Source: an optimization exercise on an open RTL-to-GDS flow (aim: small area). Production flows keep margins and buffers that such runs may drop.
The RTL was checked by simulation tests, not by an equivalence proof against the original design.
Power and IR drop assume default switching activity. The flow treats the clock pin as an ideal source, which a real chip does not have.

Design XFabric, start of the top module:
module XFabric (
    input logic clk
  , input logic rstn
  , input  logic           CPUm_req_vld
  , input  logic           CPUm_req_wr
  , input  logic [23:0] CPUm_req_adr
  , input  logic [3:0] CPUm_req_strb
  , input  logic [31:0] CPUm_req_dat
  , output logic           CPUm_req_gnt
  , output logic           CPUm_rsp_vld
  , output logic [31:0] CPUm_rsp_dat
  , input  logic           CPUm_rsp_gnt
  , input  logic           SCRm_req_vld
  , input  logic           SCRm_req_wr
  , input  logic [23:0] SCRm_req_adr
  , input  logic [3:0] SCRm_req_strb
  , input  logic [31:0] SCRm_req_dat
  , output logic           SCRm_req_gnt
  , output logic           SCRm_rsp_vld
  , output logic [31:0] SCRm_rsp_dat
  , input  logic           SCRm_rsp_gnt
  , input  logic           BRUm_req_vld
  , input  logic           BRUm_req_wr
  , input  logic [23:0] BRUm_req_adr
  , input  logic [1:0] BRUm_req_strb
  , input  logic [15:0] BRUm_req_dat
  , output logic           BRUm_req_gnt
  , output logic           BRUm_rsp_vld
  , output logic [15:0] BRUm_rsp_dat
  , input  logic           BRUm_rsp_gnt
  , output logic           CPUs_req_vld
  , output logic           CPUs_req_wr
  , output logic [15:0] CPUs_req_adr
  , output logic [1:0] CPUs_req_strb
  , output logic [15:0] CPUs_req_dat
  , input  logic      CPUs_req_gnt
  , input  logic      CPUs_rsp_vld
  , input  logic [15:0] CPUs_rsp_dat
  , output logic           CPUs_rsp_gnt
  , output logic           SCRs_req_vld
  , output logic           SCRs_req_wr
  , output logic [15:0] SCRs_req_adr
  , output logic [1:0] SCRs_req_strb
  , output logic [15:0] SCRs_req_dat
  , input  logic      SCRs_req_gnt
  , input  logic      SCRs_rsp_vld
  , input  logic [15:0] SCRs_rsp_dat
  , output logic           SCRs_rsp_gnt
  , output logic           KBDs_req_vld
  , output logic           KBDs_req_wr
  , output logic [15:0] KBDs_req_adr
  , output logic [0:0] KBDs_req_strb
  , output logic [7:0] KBDs_req_dat
  , input  logic      KBDs_req_gnt
  , input  logic      KBDs_rsp_vld
  , input  logic [7:0] KBDs_rsp_dat
  , output logic           KBDs_rsp_gnt
  , output logic           RAMs_req_vld
  , output logic           RAMs_req_wr
  , output logic [20:0] RAMs_req_adr
  , output logic [3:0] RAMs_req_strb
  , output logic [31:0] RAMs_req_dat
  , input  logic      RAMs_req_gnt
  , input  logic      RAMs_rsp_vld
  , input  logic [31:0] RAMs_rsp_dat
  , output logic           RAMs_rsp_gnt
  , output logic           ROMs_req_vld
  , output logic           ROMs_req_wr
  , output logic [14:0] ROMs_req_adr
  , output logic [1:0] ROMs_req_strb
  , output logic [15:0] ROMs_req_dat
  , input  logic      ROMs_req_gnt
  , input  logic      ROMs_rsp_vld
  , input  logic [15:0] ROMs_rsp_dat
  , output logic           ROMs_rsp_gnt
);
For scale: about 2100 cells after synthesis, about 860 flip-flops, about 560 I/O pins, roughly 0.034 sq mm of cells after synthesis.
clock: 6.0 ns
lec_check: 0
cap_margin: 20
core_margin: 2
core_utilization: 40
slew_margin: 20
standard.sh (not shown) runs the stock make flow with config.mk's settings and CLKGATE_MAP_FILE= SYNTH_SCRIPT=/design/flow/synth_recipe.tcl, a recipe that flattens the netlist after the stock synthesis.
==> flow/flow/run.sh <==
#!/bin/bash
# Own layout flow: the standard ORFS flow, with two changes in how the layout is made:
#  - port buffers use the smallest buffer cell (sky130_fd_sc_hd__buf_1) instead of the
#    tool's default pick; every input and output port still gets its own buffer;
#  - clock tree synthesis does not add dummy loads, and clusters up to 24 sinks within
#    80 um under each clkbuf_16.
# Each tool's full output goes to the ORFS logs under orfs/logs and to flow_make.log here.
set -euo pipefail
export BUFFER_PORTS_ARGS="-buffer_cell sky130_fd_sc_hd__buf_1"
export CTS_ARGS="-sink_clustering_enable -repair_clock_nets -dont_use_dummy_load -sink_clustering_size 24 -sink_clustering_max_diameter 80 -buf_list \"sky130_fd_sc_hd__clkbuf_8 sky130_fd_sc_hd__clkbuf_16\""
bash standard.sh > flow_make.log 2>&1
The first run produced a clean layout.
Edit:
--- a/flow/flow/run.sh
+++ b/flow/flow/run.sh
@@ -5,2 +5,2 @@
-#  - clock tree synthesis does not add dummy loads, and clusters up to 24 sinks within
-#    80 um under each clkbuf_16.
+#  - clock tree synthesis does not add dummy loads, and clusters up to 30 sinks within
+#    100 um under each clkbuf_16.
@@ -10 +10 @@
-export CTS_ARGS="-sink_clustering_enable -repair_clock_nets -dont_use_dummy_load -sink_clustering_size 24 -sink_clustering_max_diameter 80 -buf_list \"sky130_fd_sc_hd__clkbuf_8 sky130_fd_sc_hd__clkbuf_16\""
+export CTS_ARGS="-sink_clustering_enable -repair_clock_nets -dont_use_dummy_load -sink_clustering_size 30 -sink_clustering_max_diameter 100 -buf_list sky130_fd_sc_hd__clkbuf_16"
CORE_UTILIZATION = 60   (was 40)
PLACE_DENSITY = 0.72   (was unset)
Cell area is lower by 2.2%.
Utilization is higher by 20 points.
Critical path depth is lower by 1.
Area after synthesis does not change.
Power is lower by 4.0%.
Edit:
--- a/flow/flow/run.sh
+++ b/flow/flow/run.sh
@@ -5,2 +5,2 @@
-#  - clock tree synthesis does not add dummy loads, and clusters up to 30 sinks within
-#    100 um under each clkbuf_16.
+#  - clock tree synthesis does not add dummy loads, and clusters up to 24 sinks within
+#    80 um under each clkbuf_16.
@@ -10 +10 @@
-export CTS_ARGS="-sink_clustering_enable -repair_clock_nets -dont_use_dummy_load -sink_clustering_size 30 -sink_clustering_max_diameter 100 -buf_list sky130_fd_sc_hd__clkbuf_16"
+export CTS_ARGS="-sink_clustering_enable -repair_clock_nets -dont_use_dummy_load -sink_clustering_size 24 -sink_clustering_max_diameter 80 -buf_list sky130_fd_sc_hd__clkbuf_16"
CORE_UTILIZATION = 40   (was 60)
PLACE_DENSITY = unset   (was 0.72)
The new run went through all stages and came out clean.
Sequential share of layout area decreases by 1.5 points.
Routed wire length climbs by roughly a tenth.
Clock-buffer cell count is higher by 12.
Total power increases by a few percent.
Clock power rises by about a fifth.
Global-route usage shrinks by 8.6 points.
Design area came out higher by a few percent.
Edit:
--- a/flow/flow/run.sh
+++ b/flow/flow/run.sh
@@ -5,2 +5,2 @@
-#  - clock tree synthesis does not add dummy loads, and clusters up to 24 sinks within
-#    80 um under each clkbuf_16.
+#  - clock tree synthesis does not add dummy loads, and clusters up to 30 sinks within
+#    100 um under each clkbuf_16.
The new run completed with no timing, DRC or antenna violations; synthesized area is unchanged; clock-buffer cell count does not change; maximum frequency is unchanged; sequential power hardly moves; power is unchanged; first-iteration DRC count does not change; combinational power hardly moves; final area is unchanged; wire length is unchanged; global-route usage does not change.

-- separate check: timing with driven ports --
The flow's constraints put no driver on any port. The routed layouts listed below were extracted and timed again, unchanged, in two steps. Step 1 sets driving cells, clkbuf_16 on the clock port and buf_2 on the other inputs (assumed; they add their load-dependent delay and slew). Step 2 also shifts input and output timing later by t, the mid clock arrival at the registers, as if the neighbouring blocks saw the same clock. Slacks: ideal ports / drivers / drivers and shift; pairs: ideal ports / drivers.
| run | t, ns | slack for setup (ns) | hold WS [ns] | clock arrival spread, ns | slew at the worst register clock pin (ns) |
|---|---|---|---|---|---|
| the first run | 0.654 | 2.013 / 1.948 / 2.406 | 0.488 / 0.488 / 0.488 | 0.069 / 0.069 | 0.10 / 0.10 |
| the second run | 0.635 | 1.666 / 1.606 / 2.240 | 0.478 / 0.478 / 0.478 | 0.055 / 0.055 | 0.12 / 0.12 |
| the third run | 0.654 | 2.013 / 1.948 / 2.406 | 0.488 / 0.488 / 0.488 | 0.069 / 0.069 | 0.10 / 0.10 |
| the fourth run | 0.654 | 2.013 / 1.948 / 2.406 | 0.488 / 0.488 / 0.488 | 0.069 / 0.069 | 0.10 / 0.10 |
After both steps every run listed still meets setup and hold.
